From an optimization exercise on the open Yosys and OpenROAD flow, aimed at small area and a short achievable clock period; shortcuts taken in it are not production practice.
In this exercise RTL edits were held to simulation tests only and were not proved equivalent to the original.
Power figures rest on the tool's default switching activity, not on a simulated workload.

## tundra
// scarf_2_edge_counters
module scarf_2_edge_counters
  ( input  logic        clk,
    input  logic        rst_n_sync,
    input  logic  [7:0] data_in,
    input  logic        data_in_valid,
    input  logic        data_in_finished,
    input  logic  [6:0] slave_id,
    input  logic        rnw,
    output logic  [7:0] read_data_out,
    input  logic        gpio_0_in,
    input  logic        gpio_1_in
    );
For scale: ~1,600 cells after synthesis, roughly 240 flip-flops, roughly 30 I/O pins.
==> flow/config.mk <==
export PLATFORM = sky130hd
export DESIGN_NAME = scarf_2_edge_counters
export DESIGN_NICKNAME = scarf_2_edge_counters
export VERILOG_FILES = /design/flow/design.v
export SDC_FILE = /design/flow/constraint.sdc
export NUM_CORES = 4
export LEC_CHECK = 0
export CAP_MARGIN = 20
export CORE_MARGIN = 2
export CORE_UTILIZATION = 40
export SETUP_SLACK_MARGIN = 2.9
export SLEW_MARGIN = 20
==> flow/constraint.sdc <==
create_clock -name core_clock -period 6.0 [get_ports {clk}]
set_input_delay 1.2000 -clock core_clock [delete_from_list [all_inputs] [get_ports {clk}]]
set_output_delay 1.2000 -clock core_clock [all_outputs]
set_load 0.01 [all_outputs]
standard.sh (not shown) runs the stock make flow with config.mk's settings and CLKGATE_MAP_FILE= SYNTH_SCRIPT=/design/flow/synth_recipe.tcl, a recipe that flattens the netlist after the stock synthesis.
==> flow/flow/run.sh <==
#!/bin/bash
# Standard layout, with slow wide OR cells (and for some versions other
# stacked cells) added to the don't-use list so that synthesis maps the
# read-data logic to faster gates. Each tool's output stays in orfs/logs.
set -euo pipefail
EXTRA=" sky130_fd_sc_hd__or4_1 sky130_fd_sc_hd__or4_2 sky130_fd_sc_hd__or4_4 sky130_fd_sc_hd__or4b_1 sky130_fd_sc_hd__or4b_2 sky130_fd_sc_hd__or4b_4 sky130_fd_sc_hd__or4bb_1 sky130_fd_sc_hd__or4bb_2 sky130_fd_sc_hd__or4bb_4 sky130_fd_sc_hd__or3_1 sky130_fd_sc_hd__or3_2 sky130_fd_sc_hd__or3_4 sky130_fd_sc_hd__or3b_1 sky130_fd_sc_hd__or3b_2 sky130_fd_sc_hd__or3b_4 sky130_fd_sc_hd__nor4_1 sky130_fd_sc_hd__nor4_2 sky130_fd_sc_hd__nor4_4 sky130_fd_sc_hd__nor4b_1 sky130_fd_sc_hd__nor4b_2 sky130_fd_sc_hd__nor4b_4 sky130_fd_sc_hd__nor4bb_1 sky130_fd_sc_hd__nor4bb_2 sky130_fd_sc_hd__nor4bb_4 sky130_fd_sc_hd__o2111ai_1 sky130_fd_sc_hd__o2111ai_2 sky130_fd_sc_hd__o2111ai_4 sky130_fd_sc_hd__o2111a_1 sky130_fd_sc_hd__o2111a_2 sky130_fd_sc_hd__o2111a_4 sky130_fd_sc_hd__a2111oi_0 sky130_fd_sc_hd__a2111oi_1 sky130_fd_sc_hd__a2111oi_2 sky130_fd_sc_hd__a2111oi_4 sky130_fd_sc_hd__a2111o_1 sky130_fd_sc_hd__a2111o_2 sky130_fd_sc_hd__a2111o_4"
PLATFORM_DONT_USE="sky130_fd_sc_hd__probe_p_8 sky130_fd_sc_hd__probec_p_8 sky130_fd_sc_hd__lpflow_bleeder_1 sky130_fd_sc_hd__lpflow_clkbufkapwr_1 sky130_fd_sc_hd__lpflow_clkbufkapwr_16 sky130_fd_sc_hd__lpflow_clkbufkapwr_2 sky130_fd_sc_hd__lpflow_clkbufkapwr_4 sky130_fd_sc_hd__lpflow_clkbufkapwr_8 sky130_fd_sc_hd__lpflow_clkinvkapwr_1 sky130_fd_sc_hd__lpflow_clkinvkapwr_16 sky130_fd_sc_hd__lpflow_clkinvkapwr_2 sky130_fd_sc_hd__lpflow_clkinvkapwr_4 sky130_fd_sc_hd__lpflow_clkinvkapwr_8 sky130_fd_sc_hd__lpflow_decapkapwr_12 sky130_fd_sc_hd__lpflow_decapkapwr_3 sky130_fd_sc_hd__lpflow_decapkapwr_4 sky130_fd_sc_hd__lpflow_decapkapwr_6 sky130_fd_sc_hd__lpflow_decapkapwr_8 sky130_fd_sc_hd__lpflow_inputiso0n_1 sky130_fd_sc_hd__lpflow_inputiso0p_1 sky130_fd_sc_hd__lpflow_inputiso1n_1 sky130_fd_sc_hd__lpflow_inputiso1p_1 sky130_fd_sc_hd__lpflow_inputisolatch_1 sky130_fd_sc_hd__lpflow_isobufsrc_1 sky130_fd_sc_hd__lpflow_isobufsrc_16 sky130_fd_sc_hd__lpflow_isobufsrc_2 sky130_fd_sc_hd__lpflow_isobufsrc_4 sky130_fd_sc_hd__lpflow_isobufsrc_8 sky130_fd_sc_hd__lpflow_isobufsrckapwr_16 sky130_fd_sc_hd__lpflow_lsbuf_lh_hl_isowell_tap_1 sky130_fd_sc_hd__lpflow_lsbuf_lh_hl_isowell_tap_2 sky130_fd_sc_hd__lpflow_lsbuf_lh_hl_isowell_tap_4 sky130_fd_sc_hd__lpflow_lsbuf_lh_isowell_4 sky130_fd_sc_hd__lpflow_lsbuf_lh_isowell_tap_1 sky130_fd_sc_hd__lpflow_lsbuf_lh_isowell_tap_2 sky130_fd_sc_hd__lpflow_lsbuf_lh_isowell_tap_4 "
bash standard.sh DONT_USE_CELLS="$PLATFORM_DONT_USE $EXTRA" finish > standard.log 2>&1
Both conditions hold for tundra: the flow ran to the end and the final layout passed the timing, design-rule and antenna checks.
#### Input delta (yarrow over tundra)
==> flow/flow/run.sh <==
#!/bin/bash
# Standard layout, with slow wide OR cells (and for some versions other
# stacked cells) added to the don't-use list so that synthesis maps the
# read-data logic to faster gates. Each tool's output stays in orfs/logs.
set -euo pipefail
EXTRA=" sky130_fd_sc_hd__or4_1 sky130_fd_sc_hd__or4_2 sky130_fd_sc_hd__or4_4 sky130_fd_sc_hd__or4b_1 sky130_fd_sc_hd__or4b_2 sky130_fd_sc_hd__or4b_4 sky130_fd_sc_hd__or4bb_1 sky130_fd_sc_hd__or4bb_2 sky130_fd_sc_hd__or4bb_4 sky130_fd_sc_hd__or3_1 sky130_fd_sc_hd__or3_2 sky130_fd_sc_hd__or3_4 sky130_fd_sc_hd__or3b_1 sky130_fd_sc_hd__or3b_2 sky130_fd_sc_hd__or3b_4"
PLATFORM_DONT_USE="sky130_fd_sc_hd__probe_p_8 sky130_fd_sc_hd__probec_p_8 sky130_fd_sc_hd__lpflow_bleeder_1 sky130_fd_sc_hd__lpflow_clkbufkapwr_1 sky130_fd_sc_hd__lpflow_clkbufkapwr_16 sky130_fd_sc_hd__lpflow_clkbufkapwr_2 sky130_fd_sc_hd__lpflow_clkbufkapwr_4 sky130_fd_sc_hd__lpflow_clkbufkapwr_8 sky130_fd_sc_hd__lpflow_clkinvkapwr_1 sky130_fd_sc_hd__lpflow_clkinvkapwr_16 sky130_fd_sc_hd__lpflow_clkinvkapwr_2 sky130_fd_sc_hd__lpflow_clkinvkapwr_4 sky130_fd_sc_hd__lpflow_clkinvkapwr_8 sky130_fd_sc_hd__lpflow_decapkapwr_12 sky130_fd_sc_hd__lpflow_decapkapwr_3 sky130_fd_sc_hd__lpflow_decapkapwr_4 sky130_fd_sc_hd__lpflow_decapkapwr_6 sky130_fd_sc_hd__lpflow_decapkapwr_8 sky130_fd_sc_hd__lpflow_inputiso0n_1 sky130_fd_sc_hd__lpflow_inputiso0p_1 sky130_fd_sc_hd__lpflow_inputiso1n_1 sky130_fd_sc_hd__lpflow_inputiso1p_1 sky130_fd_sc_hd__lpflow_inputisolatch_1 sky130_fd_sc_hd__lpflow_isobufsrc_1 sky130_fd_sc_hd__lpflow_isobufsrc_16 sky130_fd_sc_hd__lpflow_isobufsrc_2 sky130_fd_sc_hd__lpflow_isobufsrc_4 sky130_fd_sc_hd__lpflow_isobufsrc_8 sky130_fd_sc_hd__lpflow_isobufsrckapwr_16 sky130_fd_sc_hd__lpflow_lsbuf_lh_hl_isowell_tap_1 sky130_fd_sc_hd__lpflow_lsbuf_lh_hl_isowell_tap_2 sky130_fd_sc_hd__lpflow_lsbuf_lh_hl_isowell_tap_4 sky130_fd_sc_hd__lpflow_lsbuf_lh_isowell_4 sky130_fd_sc_hd__lpflow_lsbuf_lh_isowell_tap_1 sky130_fd_sc_hd__lpflow_lsbuf_lh_isowell_tap_2 sky130_fd_sc_hd__lpflow_lsbuf_lh_isowell_tap_4 "
bash standard.sh DONT_USE_CELLS="$PLATFORM_DONT_USE $EXTRA" finish > standard.log 2>&1
-- flow/config.mk --
<<< tundra, line 10
export CORE_UTILIZATION = 40
export SETUP_SLACK_MARGIN = 2.9
export SLEW_MARGIN = 20
>>> yarrow, line 10
export CORE_UTILIZATION = 40
export CTS_BUF_LIST = sky130_fd_sc_hd__clkbuf_8
export CTS_CLUSTER_DIAMETER = 60
export CTS_CLUSTER_SIZE = 30
export SETUP_SLACK_MARGIN = 2.9
export SLEW_MARGIN = 20
export TNS_END_PERCENT = 5
==> comparison <==
yarrow completed end to end with timing, DRC and antenna clean. Share of the cycle needed by the critical path after routing is lower on tundra. From tundra to yarrow the numbers moved as follows: multi-input combinational area share increased by 1.6 points relative to the old numbers; met3 demand-to-capacity share in global routing increased by 0.75 points relative to the old numbers; share of the synthesized netlist area taken by xor and xnor gates increased by 0.37 points relative to the old numbers; die area decreased by 540 um2 relative to the old numbers; mux cell area share after synthesis closely matched the old numbers. yarrow — clock period minus final worst setup slack 16 ps higher, tundra as reference.
The inputs of zinc differ from those of yarrow as listed below.
-- flow/config.mk --
<<< yarrow, line 9
export CORE_MARGIN = 2
export CORE_UTILIZATION = 40
export CTS_BUF_LIST = sky130_fd_sc_hd__clkbuf_8
export CTS_CLUSTER_DIAMETER = 60
export CTS_CLUSTER_SIZE = 30
export SETUP_SLACK_MARGIN = 2.9
export SLEW_MARGIN = 20
export TNS_END_PERCENT = 5
>>> zinc, line 9
export CORE_MARGIN = 2
export CORE_UTILIZATION = 55
export CTS_BUF_LIST = sky130_fd_sc_hd__clkbuf_8
export SETUP_SLACK_MARGIN = 2.9
export SLEW_MARGIN = 20
### Flow results
- zinc has completed all stages; timing, DRC and antenna checks passed.
- From yarrow to zinc the numbers moved as follows: switching portion of total power -4.6 points; share of final-layout standard cells stronger than drive strength 1 +5.5 points; proportion of power drawn by the clock network +5.2 points.
- Reported for zinc and yarrow, share of synthesized area occupied by flip-flops and latches turned out identical to the last digit.
- Between yarrow and zinc, the post-route fraction of the period consumed by the critical path does not differ in any meaningful way.
- NOTE: core box area in zinc falls short of that of yarrow
- zinc reports a higher final area than yarrow does.
- For cell count after synthesis, yarrow and zinc come out practically identical.
- zinc vs yarrow: via count up by a few percent
- In zinc, the post-layout instance count excluding filler cells came out 25 below the value in yarrow.
Input-level comparison between ember and zinc:
==> flow/run.sh (new file) <==
#!/bin/bash
# synth_recipe.tcl (not shown) runs the flow's synth.tcl, then flattens the netlist and writes it again
# the make line also repeats each setting of config.mk as NAME=value (left out here)
make -C /OpenROAD-flow-scripts/flow DESIGN_CONFIG=/design/flow/config.mk WORK_HOME=/design/flow/orfs CLKGATE_MAP_FILE= SYNTH_SCRIPT=/design/flow/synth_recipe.tcl finish
-- flow/config.mk --
<<< zinc, line 9
export CORE_MARGIN = 2
export CORE_UTILIZATION = 55
export CTS_BUF_LIST = sky130_fd_sc_hd__clkbuf_8
export SETUP_SLACK_MARGIN = 2.9
export SLEW_MARGIN = 20
>>> ember, line 9
export CORE_MARGIN = 2
export CORE_UTILIZATION = 40
export SETUP_SLACK_MARGIN = 3.2
export SLEW_MARGIN = 20
removed: flow/flow/run.sh
removed: flow/standard.sh
--- outcome ---
ember: flow completed, timing, DRC and antenna clean
In ember relative to zinc, filler-free cell count of the finished design had gone up by a few percent.
Summary of the comparison: cell count of the worst reg-to-reg path is lower in ember, relative to zinc.
zinc → ember: post-detailed-route via-to-cell ratio has decreased, power has increased, clock group share of total power has increased.
ember vs. zinc: sequential cell area saw little to no change, cell area after placement -140 um2, starting utilization of the core area went down by 15 points.
From zinc to ember the numbers moved as follows: total number of H-tree levels fell by 1; combinational power increased about 3%.

afterwards: timing with drivers on the ports:
The flow's constraints put no driver on any port. The routed layouts listed below were extracted and timed again, unchanged, in two steps. Step 1, drivers: a clkbuf_16 drives clk and a buf_2 each remaining input, both assumed. Step 2 moves the port delays by t, midway between the first and last clock arrival at a register: inputs arrive t later, outputs are due t later. That takes back most of the time a late clock gives input paths. Three values: ideal ports, drivers, drivers and shift; two values: the first two.
run | t, ns | slack for setup (ns) | clock arrival spread, ns | worst register clock-pin slew, ns | cell pins on the clock port's net
tundra | 0.603 | 2.481 / 2.448 / 1.947 | 0.019 / 0.020 | 0.07 / 0.07 | 1
yarrow | 0.634 | 2.464 / 2.434 / 1.889 | 0.029 / 0.030 | 0.12 / 0.12 | 1
zinc | 0.599 | 2.471 / 2.436 / 1.951 | 0.017 / 0.016 | 0.07 / 0.07 | 1
ember | 0.607 | 2.100 / 2.115 / 1.508 | 0.023 / 0.023 | 0.07 / 0.07 | 1
After both steps every run listed still meets setup and hold. For ember, which loses most, drivers alone change the setup slack by +0.015 ns; drivers and shift together by -0.592 ns.
